What follows belongs to an exercise in optimizing a design on an open flow for small area and a short achievable clock period; a production flow would make more cautious choices. At most, simulation tests tie the RTL to the original design; equivalence was not proved. No functional check of the RTL was part of run 1.

## flow/design.v (module list and top-level ports; edited modules follow where they fit)
// module mas_ripple_carry_adder_4b: 18 lines
// module mas_ripple_carry_adder_8b: 27 lines
// module mas_ripple_carry_adder_16b: 27 lines
// module mas_ripple_carry_adder_32b: 27 lines
// module mas_mul_vedic_2x2: 10 lines
// module mas_mul_vedic_4x4: 46 lines
// module mas_mul_vedic_8x8: 46 lines
// module mas_mul_vedic_16x16: 46 lines
// module mas_mul_vedic_32x32: 1992 lines
// module mas_mul_fa: 4 lines
// module mas_mul_ha: 4 lines
// module mas_mul_bsel: 3 lines
// module mas_mul_bseli: 3 lines
// module mas_mul_hai: 4 lines
module mas_mul_vedic_32x32 (
  input               clk,
  input               rstn,
  input        [31:0] in1,
  input        [31:0] in2,
  output logic [63:0] res
);
  // ...
==> flow/flow/run.sh <==
#!/bin/bash
# The standard layout, with plain buffers (not delay cells) on the ports.
export BUFFER_PORTS_ARGS="-buffer_cell sky130_fd_sc_hd__buf_2"
bash standard.sh > standard.log 2>&1
==> flow/standard.sh <==
#!/bin/bash
# synth_recipe.tcl (not shown) runs the flow's synth.tcl, then flattens the netlist and writes it again
# the make line also repeats each setting of config.mk as NAME=value (left out here)
make -C /OpenROAD-flow-scripts/flow DESIGN_CONFIG=/design/flow/config.mk WORK_HOME=/design/flow/orfs CLKGATE_MAP_FILE= SYNTH_SCRIPT=/design/flow/synth_recipe.tcl "${@:-finish}"
==> flow/config.mk <==
export PLATFORM = sky130hd
export DESIGN_NAME = mas_mul_vedic_32x32
export DESIGN_NICKNAME = mas_mul_vedic_32x32
export VERILOG_FILES = /design/flow/design.v
export SDC_FILE = /design/flow/constraint.sdc
export NUM_CORES = 4
export LEC_CHECK = 0
export ABC_AREA = 1
export CAP_MARGIN = 20
export CORE_MARGIN = 2
export CORE_UTILIZATION = 40
export SLEW_MARGIN = 20
export SYNTH_HIERARCHICAL = 1
==> flow/constraint.sdc <==
create_clock -name core_clock -period 25.0 [get_ports {clk}]
set_input_delay 5.0000 -clock core_clock [delete_from_list [all_inputs] [get_ports {clk}]]
set_output_delay 5.0000 -clock core_clock [all_outputs]
set_load 0.01 [all_outputs]
==> flow_summary.toml, run 1 <==
[setup_path]
critPathBufInv = 3
timing.rr.start = "a[31]$_DFF_PN0_"
cp_max_fo = 17

[final_layout]
inv_count = 350
fin_area_mm2 = 0.0285
multi_input_area_mm2 = 0.0209
nMultiInputCombCells = 1947
sh_seq_area = 0.118
n_all_buffers = 207
largest_register_ffs = 64
top_register = "res"

[placed_design]
place_area_mm2 = 0.0279
io_buffers = 129
placedCellCount = 3512

[floorplanning]
core_area_mm2 = 0.0657
placementRows = 94
start_util = 0.404
die_w_um = 262

[synthesis]
synthDistinctLibCells = 37
yosys-mux-area-fraction = 0.00636
netlist_instances = 2685
ys_async_sr_fraction = 0.667
synth_top_cell_area_share = 0.377
yosys-top-cells-count = "545 x xor2_1, 500 x fa_1, 496 x o22ai_1, 327 x inv_1, 191 x clkbuf_1"
synth-edff-count = 0
synth_ff_type = "dfrtp_1"

[sta]
slew_headroom = 0.268

[global_routing]
antenna_found_initial = 1
grtUsageMet1 = 0.333
top_usage_layer = "met2"

[drt]
dr.pass1.iters = 7
wl_met3_um = 11100
met1_length_um = 33700

[cts]
postCtsHoldBufs = 0
cts_buffer_depth = 2

[outcome]
outcome = "no timing/DRC/antenna violations"
==> inputs of run 2 (changes only) <==
--- a/flow/design.v
+++ b/flow/design.v
@@ -1989,257 +1989,401 @@
 mas_mul_fa u_s1044 (.a(s923), .b(c922), .c(pp_15_32), .s(s1044), .co(c1045));
 wire s1046, c1047;
 mas_mul_fa u_s1046 (.a(neg_15), .b(pp_16_30), .c(pp_16_31), .s(s1046), .co(c1047));
 wire [63:0] nx = {c1045, c1043, c1041, c1039, c1037, c1035, c1033, c1031, c1029, c1027, c1025, c1023, c1021, c1019, c1017, c1015, c1013, c1011, c1009, c1007, c1005, c1003, c1001, c999, c997, c995, c993, c991, c989, c987, c985, c983, c981, c979, c977, c975, c973, c971, c969, c967, c965, c963, c961, c959, c957, c955, c953, c951, c949, c947, c945, c943, c941, c939, c937, c935, c933, c931, c929, c927, c925, s924, pp_0_1, nneg_0};
 wire [63:0] ny = {s1046, s1044, s1042, s1040, s1038, s1036, s1034, s1032, s1030, s1028, s1026, s1024, s1022, s1020, s1018, s1016, s1014, s1012, s1010, s1008, s1006, s1004, s1002, s1000, s998, s996, s994, s992, s990, s988, s986, s984, s982, s980, s978, s976, s974, s972, s970, s968, s966, s964, s962, s960, s958, s956, s954, s952, s950, s948, s946, s944, s942, s940, s938, s936, s934, s932, s930, s928, s926, pp_1_0, 1'b1, pp_0_0};
 wire [63:0] g0 = nx & ny;
 wire [63:0] p0 = nx ^ ny;
 wire gg0 = g0[0] | p0[0];
-wire bg1048 = g0[1] | (p0[1] & gg0);
-wire bp1049 = p0[1] & p0[0];
-wire bg1050 = g0[3] | (p0[3] & g0[2]);
-wire bp1051 = p0[3] & p0[2];
-wire bg1052 = g0[5] | (p0[5] & g0[4]);
-wire bp1053 = p0[5] & p0[4];
-wire bg1054 = g0[7] | (p0[7] & g0[6]);
-wire bp1055 = p0[7] & p0[6];
-wire bg1056 = g0[9] | (p0[9] & g0[8]);
-wire bp1057 = p0[9] & p0[8];
-wire bg1058 = g0[11] | (p0[11] & g0[10]);
-wire bp1059 = p0[11] & p0[10];
-wire bg1060 = g0[13] | (p0[13] & g0[12]);
-wire bp1061 = p0[13] & p0[12];
-wire bg1062 = g0[15] | (p0[15] & g0[14]);
-wire bp1063 = p0[15] & p0[14];
-wire bg1064 = g0[17] | (p0[17] & g0[16]);
-wire bp1065 = p0[17] & p0[16];
-wire bg1066 = g0[19] | (p0[19] & g0[18]);
-wire bp1067 = p0[19] & p0[18];
-wire bg1068 = g0[21] | (p0[21] & g0[20]);
-wire bp1069 = p0[21] & p0[20];
-wire bg1070 = g0[23] | (p0[23] & g0[22]);
-wire bp1071 = p0[23] & p0[22];
-wire bg1072 = g0[25] | (p0[25] & g0[24]);
-wire bp1073 = p0[25] & p0[24];
-wire bg1074 = g0[27] | (p0[27] & g0[26]);
-wire bp1075 = p0[27] & p0[26];
-wire bg1076 = g0[29] | (p0[29] & g0[28]);
-wire bp1077 = p0[29] & p0[28];
-wire bg1078 = g0[31] | (p0[31] & g0[30]);
-wire bp1079 = p0[31] & p0[30];
-wire bg1080 = g0[33] | (p0[33] & g0[32]);
-wire bp1081 = p0[33] & p0[32];
-wire bg1082 = g0[35] | (p0[35] & g0[34]);
-wire bp1083 = p0[35] & p0[34];
-wire bg1084 = g0[37] | (p0[37] & g0[36]);
-wire bp1085 = p0[37] & p0[36];
-wire bg1086 = g0[39] | (p0[39] & g0[38]);
-wire bp1087 = p0[39] & p0[38];
-wire bg1088 = g0[41] | (p0[41] & g0[40]);
-wire bp1089 = p0[41] & p0[40];
-wire bg1090 = g0[43] | (p0[43] & g0[42]);
-wire bp1091 = p0[43] & p0[42];
-wire bg1092 = g0[45] | (p0[45] & g0[44]);
-wire bp1093 = p0[45] & p0[44];
-wire bg1094 = g0[47] | (p0[47] & g0[46]);
-wire bp1095 = p0[47] & p0[46];
-wire bg1096 = g0[49] | (p0[49] & g0[48]);
-wire bp1097 = p0[49] & p0[48];
-wire bg1098 = g0[51] | (p0[51] & g0[50]);
-wire bp1099 = p0[51] & p0[50];
-wire bg1100 = g0[53] | (p0[53] & g0[52]);
-wire bp1101 = p0[53] & p0[52];
-wire bg1102 = g0[55] | (p0[55] & g0[54]);
-wire bp1103 = p0[55] & p0[54];
-wire bg1104 = g0[57] | (p0[57] & g0[56]);
-wire bp1105 = p0[57] & p0[56];
-wire bg1106 = g0[59] | (p0[59] & g0[58]);
-wire bp1107 = p0[59] & p0[58];
-wire bg1108 = g0[61] | (p0[61] & g0[60]);
-wire bp1109 = p0[61] & p0[60];
-wire bg1110 = g0[63] | (p0[63] & g0[62]);
-wire bp1111 = p0[63] & p0[62];
-wire bg1112 = bg1050 | (bp1051 & bg1048);
-wire bp1113 = bp1051 & bp1049;
-wire bg1114 = bg1054 | (bp1055 & bg1052);
-wire bp1115 = bp1055 & bp1053;
-wire bg1116 = bg1058 | (bp1059 & bg1056);
-wire bp1117 = bp1059 & bp1057;
-wire bg1118 = bg1062 | (bp1063 & bg1060);
-wire bp1119 = bp1063 & bp1061;
-wire bg1120 = bg1066 | (bp1067 & bg1064);
-wire bp1121 = bp1067 & bp1065;
-wire bg1122 = bg1070 | (bp1071 & bg1068);
-wire bp1123 = bp1071 & bp1069;
-wire bg1124 = bg1074 | (bp1075 & bg1072);
-wire bp1125 = bp1075 & bp1073;
-wire bg1126 = bg1078 | (bp1079 & bg1076);
-wire bp1127 = bp1079 & bp1077;
-wire bg1128 = bg1082 | (bp1083 & bg1080);
-wire bp1129 = bp1083 & bp1081;
-wire bg1130 = bg1086 | (bp1087 & bg1084);
-wire bp1131 = bp1087 & bp1085;
-wire bg1132 = bg1090 | (bp1091 & bg1088);
-wire bp1133 = bp1091 & bp1089;
-wire bg1134 = bg1094 | (bp1095 & bg1092);
-wire bp1135 = bp1095 & bp1093;
-wire bg1136 = bg1098 | (bp1099 & bg1096);
-wire bp1137 = bp1099 & bp1097;
-wire bg1138 = bg1102 | (bp1103 & bg1100);
-wire bp1139 = bp1103 & bp1101;
-wire bg1140 = bg1106 | (bp1107 & bg1104);
-wire bp1141 = bp1107 & bp1105;
-wire bg1142 = bg1110 | (bp1111 & bg1108);
-wire bp1143 = bp1111 & bp1109;
-wire bg1144 = bg1114 | (bp1115 & bg1112);
-wire bp1145 = bp1115 & bp1113;
-wire bg1146 = bg1118 | (bp1119 & bg1116);
-wire bp1147 = bp1119 & bp1117;
-wire bg1148 = bg1122 | (bp1123 & bg1120);
-wire bp1149 = bp1123 & bp1121;
-wire bg1150 = bg1126 | (bp1127 & bg1124);
-wire bp1151 = bp1127 & bp1125;
-wire bg1152 = bg1130 | (bp1131 & bg1128);
-wire bp1153 = bp1131 & bp1129;
-wire bg1154 = bg1134 | (bp1135 & bg1132);
-wire bp1155 = bp1135 & bp1133;
-wire bg1156 = bg1138 | (bp1139 & bg1136);
-wire bp1157 = bp1139 & bp1137;
-wire bg1158 = bg1142 | (bp1143 & bg1140);
-wire bp1159 = bp1143 & bp1141;
-wire bg1160 = bg1146 | (bp1147 & bg1144);
-wire bp1161 = bp1147 & bp1145;
-wire bg1162 = bg1150 | (bp1151 & bg1148);
-wire bp1163 = bp1151 & bp1149;
-wire bg1164 = bg1154 | (bp1155 & bg1152);
-wire bp1165 = bp1155 & bp1153;
-wire bg1166 = bg1158 | (bp1159 & bg1156);
-wire bp1167 = bp1159 & bp1157;
-wire bg1168 = bg1162 | (bp1163 & bg1160);
-wire bp1169 = bp1163 & bp1161;
-wire bg1170 = bg1166 | (bp1167 & bg1164);
-wire bp1171 = bp1167 & bp1165;
-wire bg1172 = bg1170 | (bp1171 & bg1168);
-wire bp1173 = bp1171 & bp1169;
-wire bg1174 = bg1164 | (bp1165 & bg1168);
-wire bp1175 = bp1165 & bp1169;
-wire bg1176 = bg1148 | (bp1149 & bg1160);
-wire bp1177 = bp1149 & bp1161;
-wire bg1178 = bg1152 | (bp1153 & bg1168);
-wire bp1179 = bp1153 & bp1169;
-wire bg1180 = bg1156 | (bp1157 & bg1174);
-wire bp1181 = bp1157 & bp1175;
-wire bg1182 = bg1116 | (bp1117 & bg1144);
-wire bp1183 = bp1117 & bp1145;
-wire bg1184 = bg1120 | (bp1121 & bg1160);
-wire bp1185 = bp1121 & bp1161;
-wire bg1186 = bg1124 | (bp1125 & bg1176);
-wire bp1187 = bp1125 & bp1177;
-wire bg1188 = bg1128 | (bp1129 & bg1168);
-wire bp1189 = bp1129 & bp1169;
-wire bg1190 = bg1132 | (bp1133 & bg1178);
-wire bp1191 = bp1133 & bp1179;
-wire bg1192 = bg1136 | (bp1137 & bg1174);
-wire bp1193 = bp1137 & bp1175;
-wire bg1194 = bg1140 | (bp1141 & bg1180);
-wire bp1195 = bp1141 & bp1181;
-wire bg1196 = bg1052 | (bp1053 & bg1112);
-wire bp1197 = bp1053 & bp1113;
-wire bg1198 = bg1056 | (bp1057 & bg1144);
-wire bp1199 = bp1057 & bp1145;
-wire bg1200 = bg1060 | (bp1061 & bg1182);
-wire bp1201 = bp1061 & bp1183;
-wire bg1202 = bg1064 | (bp1065 & bg1160);
-wire bp1203 = bp1065 & bp1161;
-wire bg1204 = bg1068 | (bp1069 & bg1184);
-wire bp1205 = bp1069 & bp1185;
-wire bg1206 = bg1072 | (bp1073 & bg1176);
-wire bp1207 = bp1073 & bp1177;
-wire bg1208 = bg1076 | (bp1077 & bg1186);
-wire bp1209 = bp1077 & bp1187;
-wire bg1210 = bg1080 | (bp1081 & bg1168);
-wire bp1211 = bp1081 & bp1169;
-wire bg1212 = bg1084 | (bp1085 & bg1188);
-wire bp1213 = bp1085 & bp1189;
-wire bg1214 = bg1088 | (bp1089 & bg1178);
-wire bp1215 = bp1089 & bp1179;
-wire bg1216 = bg1092 | (bp1093 & bg1190);
-wire bp1217 = bp1093 & bp1191;
-wire bg1218 = bg1096 | (bp1097 & bg1174);
-wire bp1219 = bp1097 & bp1175;
-wire bg1220 = bg1100 | (bp1101 & bg1192);
-wire bp1221 = bp1101 & bp1193;
-wire bg1222 = bg1104 | (bp1105 & bg1180);
-wire bp1223 = bp1105 & bp1181;
-wire bg1224 = bg1108 | (bp1109 & bg1194);
-wire bp1225 = bp1109 & bp1195;
-wire bg1226 = g0[2] | (p0[2] & bg1048);
-wire bp1227 = p0[2] & bp1049;
-wire bg1228 = g0[4] | (p0[4] & bg1112);
-wire bp1229 = p0[4] & bp1113;
-wire bg1230 = g0[6] | (p0[6] & bg1196);
-wire bp1231 = p0[6] & bp1197;
-wire bg1232 = g0[8] | (p0[8] & bg1144);
-wire bp1233 = p0[8] & bp1145;
-wire bg1234 = g0[10] | (p0[10] & bg1198);
-wire bp1235 = p0[10] & bp1199;
-wire bg1236 = g0[12] | (p0[12] & bg1182);
-wire bp1237 = p0[12] & bp1183;
-wire bg1238 = g0[14] | (p0[14] & bg1200);
-wire bp1239 = p0[14] & bp1201;
-wire bg1240 = g0[16] | (p0[16] & bg1160);
-wire bp1241 = p0[16] & bp1161;
-wire bg1242 = g0[18] | (p0[18] & bg1202);
-wire bp1243 = p0[18] & bp1203;
-wire bg1244 = g0[20] | (p0[20] & bg1184);
-wire bp1245 = p0[20] & bp1185;
-wire bg1246 = g0[22] | (p0[22] & bg1204);
-wire bp1247 = p0[22] & bp1205;
-wire bg1248 = g0[24] | (p0[24] & bg1176);
-wire bp1249 = p0[24] & bp1177;
-wire bg1250 = g0[26] | (p0[26] & bg1206);
-wire bp1251 = p0[26] & bp1207;
-wire bg1252 = g0[28] | (p0[28] & bg1186);
-wire bp1253 = p0[28] & bp1187;
-wire bg1254 = g0[30] | (p0[30] & bg1208);
-wire bp1255 = p0[30] & bp1209;
-wire bg1256 = g0[32] | (p0[32] & bg1168);
-wire bp1257 = p0[32] & bp1169;
-wire bg1258 = g0[34] | (p0[34] & bg1210);
-wire bp1259 = p0[34] & bp1211;
-wire bg1260 = g0[36] | (p0[36] & bg1188);
-wire bp1261 = p0[36] & bp1189;
-wire bg1262 = g0[38] | (p0[38] & bg1212);
-wire bp1263 = p0[38] & bp1213;
-wire bg1264 = g0[40] | (p0[40] & bg1178);
-wire bp1265 = p0[40] & bp1179;
-wire bg1266 = g0[42] | (p0[42] & bg1214);
-wire bp1267 = p0[42] & bp1215;
-wire bg1268 = g0[44] | (p0[44] & bg1190);
-wire bp1269 = p0[44] & bp1191;
-wire bg1270 = g0[46] | (p0[46] & bg1216);
-wire bp1271 = p0[46] & bp1217;
-wire bg1272 = g0[48] | (p0[48] & bg1174);
-wire bp1273 = p0[48] & bp1175;
-wire bg1274 = g0[50] | (p0[50] & bg1218);
-wire bp1275 = p0[50] & bp1219;
-wire bg1276 = g0[52] | (p0[52] & bg1192);
-wire bp1277 = p0[52] & bp1193;
-wire bg1278 = g0[54] | (p0[54] & bg1220);
-wire bp1279 = p0[54] & bp1221;
-wire bg1280 = g0[56] | (p0[56] & bg1180);
-wire bp1281 = p0[56] & bp1181;
-wire bg1282 = g0[58] | (p0[58] & bg1222);
-wire bp1283 = p0[58] & bp1223;
-wire bg1284 = g0[60] | (p0[60] & bg1194);
-wire bp1285 = p0[60] & bp1195;
-wire bg1286 = g0[62] | (p0[62] & bg1224);
-wire bp1287 = p0[62] & bp1225;
-wire [63:0] cc = {bg1286, bg1224, bg1284, bg1194, bg1282, bg1222, bg1280, bg1180, bg1278, bg1220, bg1276, bg1192, bg1274, bg1218, bg1272, bg1174, bg1270, bg1216, bg1268, bg1190, bg1266, bg1214, bg1264, bg1178, bg1262, bg1212, bg1260, bg1188, bg1258, bg1210, bg1256, bg1168, bg1254, bg1208, bg1252, bg1186, bg1250, bg1206, bg1248, bg1176, bg1246, bg1204, bg1244, bg1184, bg1242, bg1202, bg1240, bg1160, bg1238, bg1200, bg1236, bg1182, bg1234, bg1198, bg1232, bg1144, bg1230, bg1196, bg1228, bg1112, bg1226, bg1048, gg0, 1'b1};
+wire sg1048 = g0[1] | (p0[1] & gg0);
+wire sp1049 = p0[1] & p0[0];
+wire sg1050 = g0[3] | (p0[3] & g0[2]);
+wire sp1051 = p0[3] & p0[2];
+wire sg1052 = g0[5] | (p0[5] & g0[4]);
+wire sp1053 = p0[5] & p0[4];
+wire sg1054 = g0[7] | (p0[7] & g0[6]);
+wire sp1055 = p0[7] & p0[6];
+wire sg1056 = g0[9] | (p0[9] & g0[8]);
+wire sp1057 = p0[9] & p0[8];
+wire sg1058 = g0[11] | (p0[11] & g0[10]);
+wire sp1059 = p0[11] & p0[10];
+wire sg1060 = g0[13] | (p0[13] & g0[12]);
+wire sp1061 = p0[13] & p0[12];
+wire sg1062 = g0[15] | (p0[15] & g0[14]);
+wire sp1063 = p0[15] & p0[14];
+wire sg1064 = g0[17] | (p0[17] & g0[16]);
+wire sp1065 = p0[17] & p0[16];
+wire sg1066 = g0[19] | (p0[19] & g0[18]);
+wire sp1067 = p0[19] & p0[18];
+wire sg1068 = g0[21] | (p0[21] & g0[20]);
+wire sp1069 = p0[21] & p0[20];
+wire sg1070 = g0[23] | (p0[23] & g0[22]);
+wire sp1071 = p0[23] & p0[22];
+wire sg1072 = g0[25] | (p0[25] & g0[24]);
+wire sp1073 = p0[25] & p0[24];
+wire sg1074 = g0[27] | (p0[27] & g0[26]);
+wire sp1075 = p0[27] & p0[26];
+wire sg1076 = g0[29] | (p0[29] & g0[28]);
+wire sp1077 = p0[29] & p0[28];
+wire sg1078 = g0[31] | (p0[31] & g0[30]);
+wire sp1079 = p0[31] & p0[30];
+wire sg1080 = g0[33] | (p0[33] & g0[32]);
+wire sp1081 = p0[33] & p0[32];
+wire sg1082 = g0[35] | (p0[35] & g0[34]);
+wire sp1083 = p0[35] & p0[34];
+wire sg1084 = g0[37] | (p0[37] & g0[36]);
+wire sp1085 = p0[37] & p0[36];
+wire sg1086 = g0[39] | (p0[39] & g0[38]);
+wire sp1087 = p0[39] & p0[38];
+wire sg1088 = g0[41] | (p0[41] & g0[40]);
+wire sp1089 = p0[41] & p0[40];
+wire sg1090 = g0[43] | (p0[43] & g0[42]);
+wire sp1091 = p0[43] & p0[42];
+wire sg1092 = g0[45] | (p0[45] & g0[44]);
+wire sp1093 = p0[45] & p0[44];
+wire sg1094 = g0[47] | (p0[47] & g0[46]);
+wire sp1095 = p0[47] & p0[46];
+wire sg1096 = g0[49] | (p0[49] & g0[48]);
+wire sp1097 = p0[49] & p0[48];
+wire sg1098 = g0[51] | (p0[51] & g0[50]);
+wire sp1099 = p0[51] & p0[50];
+wire sg1100 = g0[53] | (p0[53] & g0[52]);
+wire sp1101 = p0[53] & p0[52];
+wire sg1102 = g0[55] | (p0[55] & g0[54]);
+wire sp1103 = p0[55] & p0[54];
+wire sg1104 = g0[57] | (p0[57] & g0[56]);
+wire sp1105 = p0[57] & p0[56];
+wire sg1106 = g0[59] | (p0[59] & g0[58]);
+wire sp1107 = p0[59] & p0[58];
+wire sg1108 = g0[61] | (p0[61] & g0[60]);
+wire sp1109 = p0[61] & p0[60];
+wire sg1110 = g0[63] | (p0[63] & g0[62]);
+wire sp1111 = p0[63] & p0[62];
+wire sg1112 = g0[2] | (p0[2] & sg1048);
+wire sp1113 = p0[2] & sp1049;
+wire sg1114 = sg1050 | (sp1051 & sg1048);
+wire sp1115 = sp1051 & sp1049;
+wire sg1116 = g0[6] | (p0[6] & sg1052);
+wire sp1117 = p0[6] & sp1053;
+wire sg1118 = sg1054 | (sp1055 & sg1052);
+wire sp1119 = sp1055 & sp1053;
+wire sg1120 = g0[10] | (p0[10] & sg1056);
+wire sp1121 = p0[10] & sp1057;
+wire sg1122 = sg1058 | (sp1059 & sg1056);
+wire sp1123 = sp1059 & sp1057;
+wire sg1124 = g0[14] | (p0[14] & sg1060);
+wire sp1125 = p0[14] & sp1061;
+wire sg1126 = sg1062 | (sp1063 & sg1060);
+wire sp1127 = sp1063 & sp1061;
+wire sg1128 = g0[18] | (p0[18] & sg1064);
+wire sp1129 = p0[18] & sp1065;
+wire sg1130 = sg1066 | (sp1067 & sg1064);
+wire sp1131 = sp1067 & sp1065;
+wire sg1132 = g0[22] | (p0[22] & sg1068);
+wire sp1133 = p0[22] & sp1069;
+wire sg1134 = sg1070 | (sp1071 & sg1068);
+wire sp1135 = sp1071 & sp1069;
+wire sg1136 = g0[26] | (p0[26] & sg1072);
+wire sp1137 = p0[26] & sp1073;
+wire sg1138 = sg1074 | (sp1075 & sg1072);
+wire sp1139 = sp1075 & sp1073;
+wire sg1140 = g0[30] | (p0[30] & sg1076);
+wire sp1141 = p0[30] & sp1077;
+wire sg1142 = sg1078 | (sp1079 & sg1076);
+wire sp1143 = sp1079 & sp1077;
+wire sg1144 = g0[34] | (p0[34] & sg1080);
+wire sp1145 = p0[34] & sp1081;
+wire sg1146 = sg1082 | (sp1083 & sg1080);
+wire sp1147 = sp1083 & sp1081;
+wire sg1148 = g0[38] | (p0[38] & sg1084);
+wire sp1149 = p0[38] & sp1085;
+wire sg1150 = sg1086 | (sp1087 & sg1084);
+wire sp1151 = sp1087 & sp1085;
+wire sg1152 = g0[42] | (p0[42] & sg1088);
+wire sp1153 = p0[42] & sp1089;
+wire sg1154 = sg1090 | (sp1091 & sg1088);
+wire sp1155 = sp1091 & sp1089;
+wire sg1156 = g0[46] | (p0[46] & sg1092);
+wire sp1157 = p0[46] & sp1093;
+wire sg1158 = sg1094 | (sp1095 & sg1092);
+wire sp1159 = sp1095 & sp1093;
+wire sg1160 = g0[50] | (p0[50] & sg1096);
+wire sp1161 = p0[50] & sp1097;
+wire sg1162 = sg1098 | (sp1099 & sg1096);
+wire sp1163 = sp1099 & sp1097;
+wire sg1164 = g0[54] | (p0[54] & sg1100);
+wire sp1165 = p0[54] & sp1101;
+wire sg1166 = sg1102 | (sp1103 & sg1100);
+wire sp1167 = sp1103 & sp1101;
+wire sg1168 = g0[58] | (p0[58] & sg1104);
+wire sp1169 = p0[58] & sp1105;
+wire sg1170 = sg1106 | (sp1107 & sg1104);
+wire sp1171 = sp1107 & sp1105;
+wire sg1172 = g0[62] | (p0[62] & sg1108);
+wire sp1173 = p0[62] & sp1109;
+wire sg1174 = sg1110 | (sp1111 & sg1108);
+wire sp1175 = sp1111 & sp1109;
+wire sg1176 = g0[4] | (p0[4] & sg1114);
+wire sp1177 = p0[4] & sp1115;
+wire sg1178 = sg1052 | (sp1053 & sg1114);
+wire sp1179 = sp1053 & sp1115;
+wire sg1180 = sg1116 | (sp1117 & sg1114);
+wire sp1181 = sp1117 & sp1115;
+wire sg1182 = sg1118 | (sp1119 & sg1114);
+wire sp1183 = sp1119 & sp1115;
+wire sg1184 = g0[12] | (p0[12] & sg1122);
+wire sp1185 = p0[12] & sp1123;
+wire sg1186 = sg1060 | (sp1061 & sg1122);
+wire sp1187 = sp1061 & sp1123;
+wire sg1188 = sg1124 | (sp1125 & sg1122);
+wire sp1189 = sp1125 & sp1123;
+wire sg1190 = sg1126 | (sp1127 & sg1122);
+wire sp1191 = sp1127 & sp1123;
+wire sg1192 = g0[20] | (p0[20] & sg1130);
+wire sp1193 = p0[20] & sp1131;
+wire sg1194 = sg1068 | (sp1069 & sg1130);
+wire sp1195 = sp1069 & sp1131;
+wire sg1196 = sg1132 | (sp1133 & sg1130);
+wire sp1197 = sp1133 & sp1131;
+wire sg1198 = sg1134 | (sp1135 & sg1130);
+wire sp1199 = sp1135 & sp1131;
+wire sg1200 = g0[28] | (p0[28] & sg1138);
+wire sp1201 = p0[28] & sp1139;
+wire sg1202 = sg1076 | (sp1077 & sg1138);
+wire sp1203 = sp1077 & sp1139;
+wire sg1204 = sg1140 | (sp1141 & sg1138);
+wire sp1205 = sp1141 & sp1139;
+wire sg1206 = sg1142 | (sp1143 & sg1138);
+wire sp1207 = sp1143 & sp1139;
+wire sg1208 = g0[36] | (p0[36] & sg1146);
+wire sp1209 = p0[36] & sp1147;
+wire sg1210 = sg1084 | (sp1085 & sg1146);
+wire sp1211 = sp1085 & sp1147;
+wire sg1212 = sg1148 | (sp1149 & sg1146);
+wire sp1213 = sp1149 & sp1147;
+wire sg1214 = sg1150 | (sp1151 & sg1146);
+wire sp1215 = sp1151 & sp1147;
+wire sg1216 = g0[44] | (p0[44] & sg1154);
+wire sp1217 = p0[44] & sp1155;
+wire sg1218 = sg1092 | (sp1093 & sg1154);
+wire sp1219 = sp1093 & sp1155;
+wire sg1220 = sg1156 | (sp1157 & sg1154);
+wire sp1221 = sp1157 & sp1155;
+wire sg1222 = sg1158 | (sp1159 & sg1154);
+wire sp1223 = sp1159 & sp1155;
+wire sg1224 = g0[52] | (p0[52] & sg1162);
+wire sp1225 = p0[52] & sp1163;
+wire sg1226 = sg1100 | (sp1101 & sg1162);
+wire sp1227 = sp1101 & sp1163;
+wire sg1228 = sg1164 | (sp1165 & sg1162);
+wire sp1229 = sp1165 & sp1163;
+wire sg1230 = sg1166 | (sp1167 & sg1162);
+wire sp1231 = sp1167 & sp1163;
+wire sg1232 = g0[60] | (p0[60] & sg1170);
+wire sp1233 = p0[60] & sp1171;
+wire sg1234 = sg1108 | (sp1109 & sg1170);
+wire sp1235 = sp1109 & sp1171;
+wire sg1236 = sg1172 | (sp1173 & sg1170);
+wire sp1237 = sp1173 & sp1171;
+wire sg1238 = sg1174 | (sp1175 & sg1170);
+wire sp1239 = sp1175 & sp1171;
+wire sg1240 = g0[8] | (p0[8] & sg1182);
+wire sp1241 = p0[8] & sp1183;
+wire sg1242 = sg1056 | (sp1057 & sg1182);
+wire sp1243 = sp1057 & sp1183;
+wire sg1244 = sg1120 | (sp1121 & sg1182);
+wire sp1245 = sp1121 & sp1183;
+wire sg1246 = sg1122 | (sp1123 & sg1182);
+wire sp1247 = sp1123 & sp1183;
+wire sg1248 = sg1184 | (sp1185 & sg1182);
+wire sp1249 = sp1185 & sp1183;
+wire sg1250 = sg1186 | (sp1187 & sg1182);
+wire sp1251 = sp1187 & sp1183;
+wire sg1252 = sg1188 | (sp1189 & sg1182);
+wire sp1253 = sp1189 & sp1183;
+wire sg1254 = sg1190 | (sp1191 & sg1182);
+wire sp1255 = sp1191 & sp1183;
+wire sg1256 = g0[24] | (p0[24] & sg1198);
+wire sp1257 = p0[24] & sp1199;
+wire sg1258 = sg1072 | (sp1073 & sg1198);
+wire sp1259 = sp1073 & sp1199;
+wire sg1260 = sg1136 | (sp1137 & sg1198);
+wire sp1261 = sp1137 & sp1199;
+wire sg1262 = sg1138 | (sp1139 & sg1198);
+wire sp1263 = sp1139 & sp1199;
+wire sg1264 = sg1200 | (sp1201 & sg1198);
+wire sp1265 = sp1201 & sp1199;
+wire sg1266 = sg1202 | (sp1203 & sg1198);
+wire sp1267 = sp1203 & sp1199;
+wire sg1268 = sg1204 | (sp1205 & sg1198);
+wire sp1269 = sp1205 & sp1199;
+wire sg1270 = sg1206 | (sp1207 & sg1198);
+wire sp1271 = sp1207 & sp1199;
+wire sg1272 = g0[40] | (p0[40] & sg1214);
+wire sp1273 = p0[40] & sp1215;
+wire sg1274 = sg1088 | (sp1089 & sg1214);
+wire sp1275 = sp1089 & sp1215;
+wire sg1276 = sg1152 | (sp1153 & sg1214);
+wire sp1277 = sp1153 & sp1215;
+wire sg1278 = sg1154 | (sp1155 & sg1214);
+wire sp1279 = sp1155 & sp1215;
+wire sg1280 = sg1216 | (sp1217 & sg1214);
+wire sp1281 = sp1217 & sp1215;
+wire sg1282 = sg1218 | (sp1219 & sg1214);
+wire sp1283 = sp1219 & sp1215;
+wire sg1284 = sg1220 | (sp1221 & sg1214);
+wire sp1285 = sp1221 & sp1215;
+wire sg1286 = sg1222 | (sp1223 & sg1214);
+wire sp1287 = sp1223 & sp1215;
+wire sg1288 = g0[56] | (p0[56] & sg1230);
+wire sp1289 = p0[56] & sp1231;
+wire sg1290 = sg1104 | (sp1105 & sg1230);
+wire sp1291 = sp1105 & sp1231;
+wire sg1292 = sg1168 | (sp1169 & sg1230);
+wire sp1293 = sp1169 & sp1231;
+wire sg1294 = sg1170 | (sp1171 & sg1230);
+wire sp1295 = sp1171 & sp1231;
+wire sg1296 = sg1232 | (sp1233 & sg1230);
+wire sp1297 = sp1233 & sp1231;
+wire sg1298 = sg1234 | (sp1235 & sg1230);
+wire sp1299 = sp1235 & sp1231;
+wire sg1300 = sg1236 | (sp1237 & sg1230);
+wire sp1301 = sp1237 & sp1231;
+wire sg1302 = sg1238 | (sp1239 & sg1230);
+wire sp1303 = sp1239 & sp1231;
+wire sg1304 = g0[16] | (p0[16] & sg1254);
+wire sp1305 = p0[16] & sp1255;
+wire sg1306 = sg1064 | (sp1065 & sg1254);
+wire sp1307 = sp1065 & sp1255;
+wire sg1308 = sg1128 | (sp1129 & sg1254);
+wire sp1309 = sp1129 & sp1255;
+wire sg1310 = sg1130 | (sp1131 & sg1254);
+wire sp1311 = sp1131 & sp1255;
+wire sg1312 = sg1192 | (sp1193 & sg1254);
+wire sp1313 = sp1193 & sp1255;
+wire sg1314 = sg1194 | (sp1195 & sg1254);
+wire sp1315 = sp1195 & sp1255;
+wire sg1316 = sg1196 | (sp1197 & sg1254);
+wire sp1317 = sp1197 & sp1255;
+wire sg1318 = sg1198 | (sp1199 & sg1254);
+wire sp1319 = sp1199 & sp1255;
+wire sg1320 = sg1256 | (sp1257 & sg1254);
+wire sp1321 = sp1257 & sp1255;
+wire sg1322 = sg1258 | (sp1259 & sg1254);
+wire sp1323 = sp1259 & sp1255;
+wire sg1324 = sg1260 | (sp1261 & sg1254);
+wire sp1325 = sp1261 & sp1255;
+wire sg1326 = sg1262 | (sp1263 & sg1254);
+wire sp1327 = sp1263 & sp1255;
+wire sg1328 = sg1264 | (sp1265 & sg1254);
+wire sp1329 = sp1265 & sp1255;
+wire sg1330 = sg1266 | (sp1267 & sg1254);
+wire sp1331 = sp1267 & sp1255;
+wire sg1332 = sg1268 | (sp1269 & sg1254);
+wire sp1333 = sp1269 & sp1255;
+wire sg1334 = sg1270 | (sp1271 & sg1254);
+wire sp1335 = sp1271 & sp1255;
+wire sg1336 = g0[48] | (p0[48] & sg1286);
+wire sp1337 = p0[48] & sp1287;
+wire sg1338 = sg1096 | (sp1097 & sg1286);
+wire sp1339 = sp1097 & sp1287;
+wire sg1340 = sg1160 | (sp1161 & sg1286);
+wire sp1341 = sp1161 & sp1287;
+wire sg1342 = sg1162 | (sp1163 & sg1286);
+wire sp1343 = sp1163 & sp1287;
+wire sg1344 = sg1224 | (sp1225 & sg1286);
+wire sp1345 = sp1225 & sp1287;
+wire sg1346 = sg1226 | (sp1227 & sg1286);
+wire sp1347 = sp1227 & sp1287;
+wire sg1348 = sg1228 | (sp1229 & sg1286);
+wire sp1349 = sp1229 & sp1287;
+wire sg1350 = sg1230 | (sp1231 & sg1286);
+wire sp1351 = sp1231 & sp1287;
+wire sg1352 = sg1288 | (sp1289 & sg1286);
+wire sp1353 = sp1289 & sp1287;
+wire sg1354 = sg1290 | (sp1291 & sg1286);
+wire sp1355 = sp1291 & sp1287;
+wire sg1356 = sg1292 | (sp1293 & sg1286);
+wire sp1357 = sp1293 & sp1287;
+wire sg1358 = sg1294 | (sp1295 & sg1286);
+wire sp1359 = sp1295 & sp1287;
+wire sg1360 = sg1296 | (sp1297 & sg1286);
+wire sp1361 = sp1297 & sp1287;
+wire sg1362 = sg1298 | (sp1299 & sg1286);
+wire sp1363 = sp1299 & sp1287;
+wire sg1364 = sg1300 | (sp1301 & sg1286);
+wire sp1365 = sp1301 & sp1287;
+wire sg1366 = sg1302 | (sp1303 & sg1286);
+wire sp1367 = sp1303 & sp1287;
+wire sg1368 = g0[32] | (p0[32] & sg1334);
+wire sp1369 = p0[32] & sp1335;
+wire sg1370 = sg1080 | (sp1081 & sg1334);
+wire sp1371 = sp1081 & sp1335;
+wire sg1372 = sg1144 | (sp1145 & sg1334);
+wire sp1373 = sp1145 & sp1335;
+wire sg1374 = sg1146 | (sp1147 & sg1334);
+wire sp1375 = sp1147 & sp1335;
+wire sg1376 = sg1208 | (sp1209 & sg1334);
+wire sp1377 = sp1209 & sp1335;
+wire sg1378 = sg1210 | (sp1211 & sg1334);
+wire sp1379 = sp1211 & sp1335;
+wire sg1380 = sg1212 | (sp1213 & sg1334);
+wire sp1381 = sp1213 & sp1335;
+wire sg1382 = sg1214 | (sp1215 & sg1334);
+wire sp1383 = sp1215 & sp1335;
+wire sg1384 = sg1272 | (sp1273 & sg1334);
+wire sp1385 = sp1273 & sp1335;
+wire sg1386 = sg1274 | (sp1275 & sg1334);
+wire sp1387 = sp1275 & sp1335;
+wire sg1388 = sg1276 | (sp1277 & sg1334);
+wire sp1389 = sp1277 & sp1335;
+wire sg1390 = sg1278 | (sp1279 & sg1334);
+wire sp1391 = sp1279 & sp1335;
+wire sg1392 = sg1280 | (sp1281 & sg1334);
+wire sp1393 = sp1281 & sp1335;
+wire sg1394 = sg1282 | (sp1283 & sg1334);
+wire sp1395 = sp1283 & sp1335;
+wire sg1396 = sg1284 | (sp1285 & sg1334);
+wire sp1397 = sp1285 & sp1335;
+wire sg1398 = sg1286 | (sp1287 & sg1334);
+wire sp1399 = sp1287 & sp1335;
+wire sg1400 = sg1336 | (sp1337 & sg1334);
+wire sp1401 = sp1337 & sp1335;
+wire sg1402 = sg1338 | (sp1339 & sg1334);
+wire sp1403 = sp1339 & sp1335;
+wire sg1404 = sg1340 | (sp1341 & sg1334);
+wire sp1405 = sp1341 & sp1335;
+wire sg1406 = sg1342 | (sp1343 & sg1334);
+wire sp1407 = sp1343 & sp1335;
+wire sg1408 = sg1344 | (sp1345 & sg1334);
+wire sp1409 = sp1345 & sp1335;
+wire sg1410 = sg1346 | (sp1347 & sg1334);
+wire sp1411 = sp1347 & sp1335;
+wire sg1412 = sg1348 | (sp1349 & sg1334);
+wire sp1413 = sp1349 & sp1335;
+wire sg1414 = sg1350 | (sp1351 & sg1334);
+wire sp1415 = sp1351 & sp1335;
+wire sg1416 = sg1352 | (sp1353 & sg1334);
+wire sp1417 = sp1353 & sp1335;
+wire sg1418 = sg1354 | (sp1355 & sg1334);
+wire sp1419 = sp1355 & sp1335;
+wire sg1420 = sg1356 | (sp1357 & sg1334);
+wire sp1421 = sp1357 & sp1335;
+wire sg1422 = sg1358 | (sp1359 & sg1334);
+wire sp1423 = sp1359 & sp1335;
+wire sg1424 = sg1360 | (sp1361 & sg1334);
+wire sp1425 = sp1361 & sp1335;
+wire sg1426 = sg1362 | (sp1363 & sg1334);
+wire sp1427 = sp1363 & sp1335;
+wire sg1428 = sg1364 | (sp1365 & sg1334);
+wire sp1429 = sp1365 & sp1335;
+wire sg1430 = sg1366 | (sp1367 & sg1334);
+wire sp1431 = sp1367 & sp1335;
+wire [63:0] cc = {sg1428, sg1426, sg1424, sg1422, sg1420, sg1418, sg1416, sg1414, sg1412, sg1410, sg1408, sg1406, sg1404, sg1402, sg1400, sg1398, sg1396, sg1394, sg1392, sg1390, sg1388, sg1386, sg1384, sg1382, sg1380, sg1378, sg1376, sg1374, sg1372, sg1370, sg1368, sg1334, sg1332, sg1330, sg1328, sg1326, sg1324, sg1322, sg1320, sg1318, sg1316, sg1314, sg1312, sg1310, sg1308, sg1306, sg1304, sg1254, sg1252, sg1250, sg1248, sg1246, sg1244, sg1242, sg1240, sg1182, sg1180, sg1178, sg1176, sg1114, sg1112, sg1048, gg0, 1'b1};
 assign p = ~(p0 ^ cc);
 endmodule
 module mas_mul_fa (input a, input b, input c, output s, output co);
 assign s  = a ^ b ^ c;
 assign co = (a & b) | (a & c) | (b & c);
 endmodule
 module mas_mul_ha (input a, input b, output s, output co);
 assign s  = a ^ b;
==> run 2 against run 1 <==
Global-route usage is 1.3 points lower. Synthesized area up 3.2%. Sequential share of layout area fell by 0.32 points. Critical path depth fell by 1. Still clean. Synthesized cell count is 12% higher. Highest routed layer is now met4. Die area rose by 3.2%. Via count grew 5.6%. Register-to-register slack improved by 0.37 ns. Worst setup slack gained 0.37 ns.
==> flow_summary.toml, run 2 <==
[outcome]
outcome = "no timing/DRC/antenna violations"

[final_layout]
area_delta_synth_final_pct = 6.93
top_register = "res"
n_antenna_cell = 0
mostFrequentLayoutCells = "536 x xor2_1, 496 x o22ai_1, 474 x fa_1"
top_regs = "res (64), a (32)"
final_common_cell = "xor2_1"
drive_above_1_share = 0.106
fin_nets = 3646
final_util = 0.434
largest_register_ffs = 64
stdcell_count = 3878

[sta]
finalSetupTns_ns = 0
post-route-period-util = 0.269
finalHoldViolCount = 0
finClkSkew_ns = 0.0232
setup_viol = 0
max_slew.worst_pin.slew_ns = 1.07
fin_crit_ns = 6.73
grt_setup_unrepaired = "false"
max_freq_ghz = 0.149
slew_headroom = 0.285
drv_slew = 0

[floorplanning]
die_area_mm2 = 0.0706
placementRows = 95
fp.dieH_um = 266
core_area_mm2 = 0.0675
die_w_um = 266
start_util = 0.406
boundaryPins = 130

[setup_path]
cp-end-kind = "flop"
startpoint_type = "flop"
ff2ff_setup_slack_ns = 18.27
cp.arrival_ns = 7.11
critPathBufInv = 1
crit_path_max_incr_delay_ns = 0.88
r2r_end = "res[52]$_DFF_PN0_"
path_class = "flop to flop"
critPathTopFamily = "adder cells"
timing.rr.start = "a[31]$_DFF_PN0_"
required_ns = 25.38
r2r_cells = 22
cp_max_fo = 17
crit_chain = "clkinv_1, o22ai_1, xor2_1, fa_1, fa_1, fa_1, fa_1, fa_1, fa_1, ha_1, nand2_1, nand2_1, nand2_1, nand2_2, nand2_1, nand2_2, nand2_2, nand2_4, a21oi_1, nand2_1, nand2_1, nand2_1"
cpMaxStageDelayCell = "clkinv_1"
path_common_cell = "nand2_1"

[synthesis]
ys_async_sr_fraction = 0.667
synthDistinctLibCells = 39
yosysTopAreaCell = "fa_1"
yosys_warnings = 7
ys_seq_area_frac = 0.123
syn_avg_cell_area_um2 = 9.10
yosys_register_bits = 144
synth-edff-count = 0
yosys-top-cells-count = "536 x xor2_1, 496 x o22ai_1, 474 x fa_1, 355 x inv_1, 342 x nand2_1"
yosysMostFrequentCell = "xor2_1"
synth_ff_type = "dfrtp_1"
synth_area_leaders = "fa_1 35%, xor2_1 17%, o22ai_1 11%"
synthesis.nets = 3668
netlist_area_mm2 = 0.0274
netlist_instances = 3014
synth_top_cell_area_share = 0.346

[min_path]
holdPathEnd = "res[0]$_DFF_PN0_"
hold_start = "bone[0]$_DFF_P_"
hp-class = "flop to flop"
holdPathStages = 2

[drt]
num_vias = 22800
drc_errors = 0
first_iter_violations = 2638
vias_per_cell = 5.88
drtAntennaViolNets = 0
routed_wl_um = 93900
wl_per_cell_um = 24.2
dr.pass1.iters = 8

[cts]
cts_resized = 0
clock_latency_ns = 0.50
clk_pin_slew_ns = 0.08
cts_buffer_depth = 2
cts_buffers = 17
root_buffer = "clkbuf_16"
clock-sinks = 144
postCtsHoldBufs = 0
h-tree-depth = 4
cts_tree = "done"
cts_setup_buffers = 0

[global_routing]
antenna_found_initial = 0
grt_max_degree = 50
grt_pass1_vias = 23500
overflow = 0
grt_pass1_wl_um = 144000
gr-usage-all-layers = 0.271

[placed_design]
globalplace.congestion = 0.898
dp_hpwl_um = 62900
io_buffers = 129
placedCellCount = 3846

[flow_run]
maxCapViolCount = 0
run 2: final cells by class:
cell class / instances / area (um2)
tap: 873 / 1090
clock buffer: 18 / 439
inverter: 383 / 1440
sequential: 144 / 3360
fill: 6631 / 38200
timing repair buffer: 208 / 1240
multi-input combinational: 2238 / 21600
clock inverter: 14 / 160
run 2: how the worst max path moves through the flow:
stage	start	endpoint	slack (ns)	cells after the start
after floorplan	in2[20]	btwo[10]$_DFF_P_	19.56	3
after global placement	a[31]$_DFF_PN0_	res[50]$_DFF_PN0_	18.50	22
after detailed placement	a[31]$_DFF_PN0_	res[53]$_DFF_PN0_	18.38	22
after CTS	a[31]$_DFF_PN0_	res[53]$_DFF_PN0_	18.37	22
after global routing	a[31]$_DFF_PN0_	res[53]$_DFF_PN0_	17.81	22
final	a[31]$_DFF_PN0_	res[52]$_DFF_PN0_	18.27	22
run 2: metrics by stage:
step,area [um2],hold WS [ns],setup slack [ns]
floorplan,27400,0.423,19.56
global placement,28700,0.446,18.50
detailed placement,28700,0.446,18.38
CTS,29300,0.456,18.37
global route,29300,0.485,17.81
finish,29300,0.457,18.27
run 2: tightest hold or removal path: stages, from the launching register on:
cell and delay [ns]:
dfxtp_1 0.32, nand2_1 0.06, inv_1 0.05
run 2: per-layer routing:
| metal | GRT usage | wire length [um] | vias to the layer above | share of wire |
|---|---|---|---|---|
| met1 | 0.337 | 34300 | 11100 | 0.37 |
| met4 | 0.158 | 5890 | 0 | 0.063 |
| met5 | 0 | 0 | - | 0 |
| li1 | - | - | 9723 | - |
| met3 | 0.0812 | 11400 | 351 | 0.12 |
| met2 | 0.417 | 42400 | 1583 | 0.45 |
run 2: cell families after synthesis:
| kind of cell | share of synthesized area |
|---|---|
| xor gates and xnor gates | 0.175 |
| and+or+nand+nor | 0.0788 |
| AOI/OAI and AO/OA | 0.129 |
| DFF | 0.123 |
| muxes | 0.00616 |
| adders and majority gates | 0.398 |
| buffers and inverters | 0.0901 |
run 2: per-module statistics from Yosys (local to each module, per instance):
module,cell area (um2),flops+latches
mas_mul_fa,20.0,0
mas_mul_ha,12.5,0
mas_mul_hai,27.5,0
mas_mul_vedic_32x32,16800,144
==> inputs of run 3 (changes only) <==
--- a/flow/config.mk
+++ b/flow/config.mk
@@ -9,5 +9,5 @@
 export CAP_MARGIN = 20
 export CORE_MARGIN = 2
 export CORE_UTILIZATION = 40
-export SLEW_MARGIN = 20
+export SLEW_MARGIN = 80
 export SYNTH_HIERARCHICAL = 1
==> run 3 against run 2 <==
Still clean. Register-to-register slack improved by 0.84 ns. Synthesized area did not move. Via count rose by 1.4%. Wire length rose by 0.81%. Die area did not move. Critical path depth fell by 21. Hold slack got worse by 0.0061 ns. Count of clock-buffer cells in the layout rose by 3. Cell count rose by 1.3%. Critical endpoint is now res[50].
==> flow_summary.toml, run 3 <==
[synthesis]
syn_avg_cell_area_um2 = 9.10
ys_async_sr_fraction = 0.667
synthesis.nets = 3668
yosysMostFrequentCell = "xor2_1"
yosys-top-cells-count = "536 x xor2_1, 496 x o22ai_1, 474 x fa_1, 355 x inv_1, 342 x nand2_1"
synth_area_leaders = "fa_1 35%, xor2_1 17%, o22ai_1 11%"
yosys_warnings = 7
netlist_instances = 3014
yosysTopAreaCell = "fa_1"
yosys_register_bits = 144
netlist_area_mm2 = 0.0274
synth_top_cell_area_share = 0.346
ys_seq_area_frac = 0.123
synth_ff_type = "dfrtp_1"
synth-edff-count = 0
synthDistinctLibCells = 39

[cts]
clock-sinks = 144
cts_buffer_depth = 2
cts_setup_buffers = 0
root_buffer = "clkbuf_16"
cts_tree = "done"
h-tree-depth = 4
cts_resized = 0
clock_latency_ns = 0.50
postCtsHoldBufs = 0
clk_pin_slew_ns = 0.07
cts_buffers = 17

[drt]
num_vias = 23100
first_iter_violations = 2892
drtAntennaViolNets = 0
wl_per_cell_um = 24.1
vias_per_cell = 5.88
routed_wl_um = 94700
dr.pass1.iters = 6
drc_errors = 0

[setup_path]
ff2ff_setup_slack_ns = 19.11
endpoint = "res[50]"
cp-end-kind = "output pin"
crit_path_max_incr_delay_ns = 0.41
cp.arrival_ns = 1.05
cp-startpoint = "res[50]$_DFF_PN0_"
cpMaxStageDelayCell = "dfrtp_1"
critPathBufInv = 1
timing.rr.start = "btwo[0]$_DFF_P_"
r2r_cells = 19
critPathTopFamily = "flip-flops"
path_class = "flop to output pin"
r2r_end = "res[33]$_DFF_PN0_"
startpoint_type = "flop"
worst-path-stages = 1
required_ns = 20.00
cp_max_fo = 1
crit_chain = "buf_2"

[sta]
setup_viol = 0
drv_slew = 0
fin_crit_ns = 6.05
grt_setup_unrepaired = "false"
finalHoldViolCount = 0
max_slew.worst_pin.slew_ns = 0.322
finalSetupTns_ns = 0
post-route-period-util = 0.242
max_freq_ghz = 0.165
finClkSkew_ns = 0.0138
slew_headroom = 0.785

[final_layout]
largest_register_ffs = 64
n_antenna_cell = 0
fillCellCount = 6310
drive_above_1_share = 0.139
top_regs = "res (64), a (32)"
final_common_cell = "xor2_1"
top_register = "res"
fin_nets = 3697
fin_area_mm2 = 0.0314
mostFrequentLayoutCells = "520 x xor2_1, 495 x o22ai_1, 473 x fa_1"
final_util = 0.464
area_delta_synth_final_pct = 14.4

[placed_design]
io_buffers = 129
dp_hpwl_um = 66900
globalplace.congestion = 0.898
place_area_mm2 = 0.0303

[global_routing]
gr-usage-all-layers = 0.271
grt_pass1_vias = 23800
top_usage_layer = "met2"
overflow = 0
grt_max_degree = 35
grtUsageMet1 = 0.342
met2_usage = 0.417
grt_pass1_wl_um = 144000
antenna_found_initial = 0
gr-usage-met3 = 0.0787

[floorplanning]
placementRows = 95
core_area_mm2 = 0.0675
die_area_mm2 = 0.0706
start_util = 0.406
fp.dieH_um = 266
die_w_um = 266
boundaryPins = 130

[outcome]
outcome = "no timing/DRC/antenna violations"

[flow_run]
maxCapViolCount = 0

[min_path]
hp-class = "flop to flop"
## run 3: changes by cell type in the layout (fill, tap and decap cells not counted), sizes merged
cell	previous run	this run
bufinv	1	0
clkbuf	18	27
inv	379	377
buf	208	253
## run 3: kinds of logic (layout without fill, tap and decap cells)
| family | after synthesis | in the layout | share of synthesized area |
|---|---|---|---|
| compound gates | 570 | 570 | 0.129 |
| xor+xnor | 547 | 547 | 0.175 |
| fa+ha+maj | 588 | 588 | 0.398 |
| buf+inv | 632 | 674 | 0.0901 |
| flops | 144 | 144 | 0.123 |
| mux | 15 | 15 | 0.00616 |
| simple gates | 518 | 518 | 0.0788 |
## run 3: worst min-delay path by stage
stage,startpoint,end,cells after the start
floorplan,bone[0]$_DFF_P_,res[0]$_DFF_PN0_,2
global placement,bone[0]$_DFF_P_,res[0]$_DFF_PN0_,2
detailed placement,bone[0]$_DFF_P_,res[0]$_DFF_PN0_,2
CTS,bone[0]$_DFF_P_,res[0]$_DFF_PN0_,2
global route,bone[0]$_DFF_P_,res[0]$_DFF_PN0_,2
finish,bone[0]$_DFF_P_,res[0]$_DFF_PN0_,2
## run 3: final cells by class
cell class	count	area [um2]	share of cell area
timing repair buffer	259	2950	0.0941
multi-input combinational	2238	21800	0.696
clock buffer	21	493	0.0157
tap	873	1090	0.0348
clock inverter	11	110	0.00351
inverter	383	1490	0.0475
sequential	144	3390	0.108
## run 3: modules after synthesis, one instance, submodules excluded
| module | copies in the design | flops+latches |
|---|---|---|
| mas_mul_vedic_32x32 | 1 | 144 |
| mas_mul_hai | 41 | 0 |
| mas_mul_fa | 469 | 0 |
| mas_mul_ha | 11 | 0 |
## run 3: layer usage
metal,vias to the layer above,share of wire
met3,352,0.11
met2,1564,0.46
li1,9812,-
met5,-,0
met4,0,0.059
met1,11400,0.38
## run 3: through the flow
stage	cells	hold slack [ns]	setup WS [ns]
after detailed placement	3878	0.447	19.15
after CTS	3910	0.449	18.89
after global placement	3846	0.446	18.50
after global routing	3929	0.474	18.85
after floorplan	3014	0.423	19.56
final	3929	0.451	18.95
## run 3: tightest hold or removal path, delay by kind of cell, from the launching register on
kind	cells	cell delay, ns
buf+inv	1	0.05
flops	1	0.31
simple gates	1	0.06
==> inputs of run 4 (changes only) <==
--- a/flow/config.mk
+++ b/flow/config.mk
@@ -6,8 +6,8 @@
 export NUM_CORES = 4
 export LEC_CHECK = 0
 export ABC_AREA = 1
-export CAP_MARGIN = 20
+export CAP_MARGIN = 60
 export CORE_MARGIN = 2
 export CORE_UTILIZATION = 40
-export SLEW_MARGIN = 80
+export SLEW_MARGIN = 60
 export SYNTH_HIERARCHICAL = 1
==> run 4 against run 3 <==
First-iteration DRC count shrank 14%. Worst setup slack got worse by 0.11 ns. Global-route usage hardly changed. Count of clock-buffer cells in the layout did not move. Sequential share of layout area up 0.60 points. Non-clock buffer count decreased by 50. Utilization fell by 2.8 points. Wire length fell by 0.45%. Synthesized area stayed put.
==> flow_summary.toml, run 4 <==
[sta]
finalHoldViolCount = 0
finClkSkew_ns = 0.0193
post-route-period-util = 0.246
max_freq_ghz = 0.162
grt_setup_unrepaired = "false"
hold_ws_ns = 0.450
finalSetupTns_ns = 0
drv_slew = 0
setup_viol = 0
max_slew.worst_pin.slew_ns = 0.709
slew_headroom = 0.526
fin_crit_ns = 6.16

[global_routing]
antenna_found_initial = 1
gr-usage-met3 = 0.0787
overflow = 0
grt_max_degree = 50
gr-usage-all-layers = 0.271
grtUsageMet1 = 0.338
top_usage_layer = "met2"
grt_pass1_vias = 23500
met2_usage = 0.419
grt_pass1_wl_um = 144000

[synthesis]
synthDistinctLibCells = 39
netlist_instances = 3014
synthesis.nets = 3668
yosys_warnings = 7
yosys_register_bits = 144
ys_async_sr_fraction = 0.667
synth_top_cell_area_share = 0.346
yosysTopAreaCell = "fa_1"
yosysMostFrequentCell = "xor2_1"
ys_seq_area_frac = 0.123
syn_avg_cell_area_um2 = 9.10
netlist_area_mm2 = 0.0274
synth_area_leaders = "fa_1 35%, xor2_1 17%, o22ai_1 11%"
synth_ff_type = "dfrtp_1"
yosys-top-cells-count = "536 x xor2_1, 496 x o22ai_1, 474 x fa_1, 355 x inv_1, 342 x nand2_1"
synth-edff-count = 0

[drt]
first_iter_violations = 2489
routed_wl_um = 94300
drtAntennaViolNets = 0
dr.pass1.iters = 6
num_vias = 22700
wl_per_cell_um = 24.3
vias_per_cell = 5.86
drc_errors = 0

[cts]
postCtsHoldBufs = 0
cts_setup_buffers = 0
clk_pin_slew_ns = 0.08
h-tree-depth = 4
clock_latency_ns = 0.49
cts_buffer_depth = 2
root_buffer = "clkbuf_16"
clock-sinks = 144
cts_resized = 0
cts_buffers = 17
cts_tree = "done"

[floorplanning]
start_util = 0.406
placementRows = 95
die_area_mm2 = 0.0706
fp.dieH_um = 266
boundaryPins = 130
core_area_mm2 = 0.0675
die_w_um = 266

[outcome]
outcome = "no timing/DRC/antenna violations"

[setup_path]
cp_max_fo = 32
path_common_cell = "fa_1"
cpMaxStageDelayCell = "dfxtp_1"
crit_path_max_incr_delay_ns = 0.67
crit_chain = "inv_2, buf_4, xor2_1, fa_1, fa_1, fa_1, fa_1, fa_1, fa_1, ha_1, nand2_1, nor2_1, nand2_1, nor2_1, nand2_2, nand2_4, fa_1, inv_1"
timing.rr.start = "bneg[1]$_DFF_P_"
cp-startpoint = "bneg[1]$_DFF_P_"
cp-end-kind = "flop"
startpoint_type = "flop"
path_class = "flop to flop"
required_ns = 25.43
cp.arrival_ns = 6.59
critPathTopFamily = "adder cells"
critPathBufInv = 3

[final_layout]
fin_nets = 3647
drive_above_1_share = 0.111
top_register = "res"
area_delta_synth_final_pct = 7.39
n_antenna_cell = 0
largest_register_ffs = 64
top_regs = "res (64), a (32)"
mostFrequentLayoutCells = "530 x xor2_1, 496 x o22ai_1, 474 x fa_1"
final_common_cell = "xor2_1"

[placed_design]
globalplace.congestion = 0.898
io_buffers = 129
dp_hpwl_um = 62900

[flow_run]
maxCapViolCount = 0

[min_path]
hold_start = "bone[0]$_DFF_P_"
hp-class = "flop to flop"
[run 4: cell count changes in the layout (fill, tap and decap cells not counted), moves of 5 or more]
cell / delta
buf_12: -14
buf_16: -32
buf_4: +64
buf_6: -5
buf_8: -59
dfxtp_1: +15
dfxtp_2: -13
inv_1: +8
inv_4: -5
xor2_1: +10
xor2_4: -7
[run 4: cell type report]
type | count | area (um2)
Inverter | 383 | 1460
Tap cell | 873 | 1090
Multi-Input combinational cell | 2238 | 21600
Timing Repair Buffer | 209 | 1300
Sequential cell | 144 | 3360
Fill cell | 6636 | 38100
Clock buffer | 21 | 493
Clock inverter | 11 | 111
[run 4: final timing paths]
check / end / slack [ns] / depth (start not counted)
max: res[32]$_DFF_PN0_ / 18.84 / 18
min: res[0]$_DFF_PN0_ / 0.45 / 2
max reg2reg: res[32]$_DFF_PN0_ / 18.84 / 18
min reg2reg: res[0]$_DFF_PN0_ / 0.45 / 2
max in group asynchronous: a[20]$_DFF_PN0_ / 19.69 / 2
min in group asynchronous: res[24]$_DFF_PN0_ / 4.47 / 1
[run 4: worst reg2reg max path: stages, from the launching register on]
cell and delay, ns:
dfxtp_1 0.67, inv_2 0.18, buf_4 0.34, xor2_1 0.30, fa_1 0.48, fa_1 0.55
fa_1 0.45, fa_1 0.42, fa_1 0.52, fa_1 0.42, ha_1 0.34, nand2_1 0.12
nor2_1 0.15, nand2_1 0.09, nor2_1 0.13, nand2_2 0.08, nand2_4 0.33, fa_1 0.50
inv_1 0.06
[run 4: per-module statistics from Yosys, one instance, submodules excluded]
module / cell area (um2) / times used / flops+latches / cells inside
mas_mul_ha: 12.5 / 11 / 0 / 1
mas_mul_hai: 27.5 / 41 / 0 / 5
mas_mul_vedic_32x32: 16800 / 1 / 144 / 2329
mas_mul_fa: 20.0 / 469 / 0 / 1
[run 4: cell families after synthesis]
| group | synth area share |
|---|---|
| fa+ha+maj | 0.398 |
| simple gates | 0.0788 |
| mux | 0.00616 |
| xor+xnor | 0.175 |
| flops | 0.123 |
| buf+inv | 0.0901 |
| compound gates | 0.129 |
[run 4: through the flow]
stage	utilization	setup WS [ns]	area [um2]	std cells
4_1_cts	0.436	18.78	29400	3878
5_1_grt	0.436	18.57	29400	3879
6_report	0.436	18.84	29400	3879
2_1_floorplan	-	19.56	27400	3014
3_3_place_gp	0.425	18.50	28700	3846
3_5_place_dp	0.427	18.78	28800	3846
[run 4: layer usage]
layer / share of wire / vias to the layer above
met5: 0 / -
met4: 0.063 / 0
met3: 0.11 / 376
met2: 0.45 / 1495
met1: 0.37 / 11100
li1: - / 9714

[static timing again, ports no longer ideal]
The flow's constraints put no driver on any port. The routed layouts listed below were extracted and timed again, unchanged, in two steps. Step 1: set_driving_cell puts a clkbuf_16 on clk and a buf_2 on each other input, an assumption about the parent block. Step 2 also shifts input and output timing later by t, the mid clock arrival at the registers, as if the neighbouring blocks saw the same clock. Three values: ideal, step 1, step 2; two values: the first two.
run	shift t [ns]	setup slack, ns	slew at the worst register clock pin (ns)
run 1	0.554	17.908 / 17.908 / 17.908	0.09 / 0.09
run 2	0.551	18.274 / 18.274 / 18.274	0.08 / 0.08
run 3	0.550	18.948 / 18.888 / 19.105	0.08 / 0.08
run 4	0.548	18.841 / 18.841 / 18.841	0.08 / 0.08
After both steps every run listed still meets setup and hold.
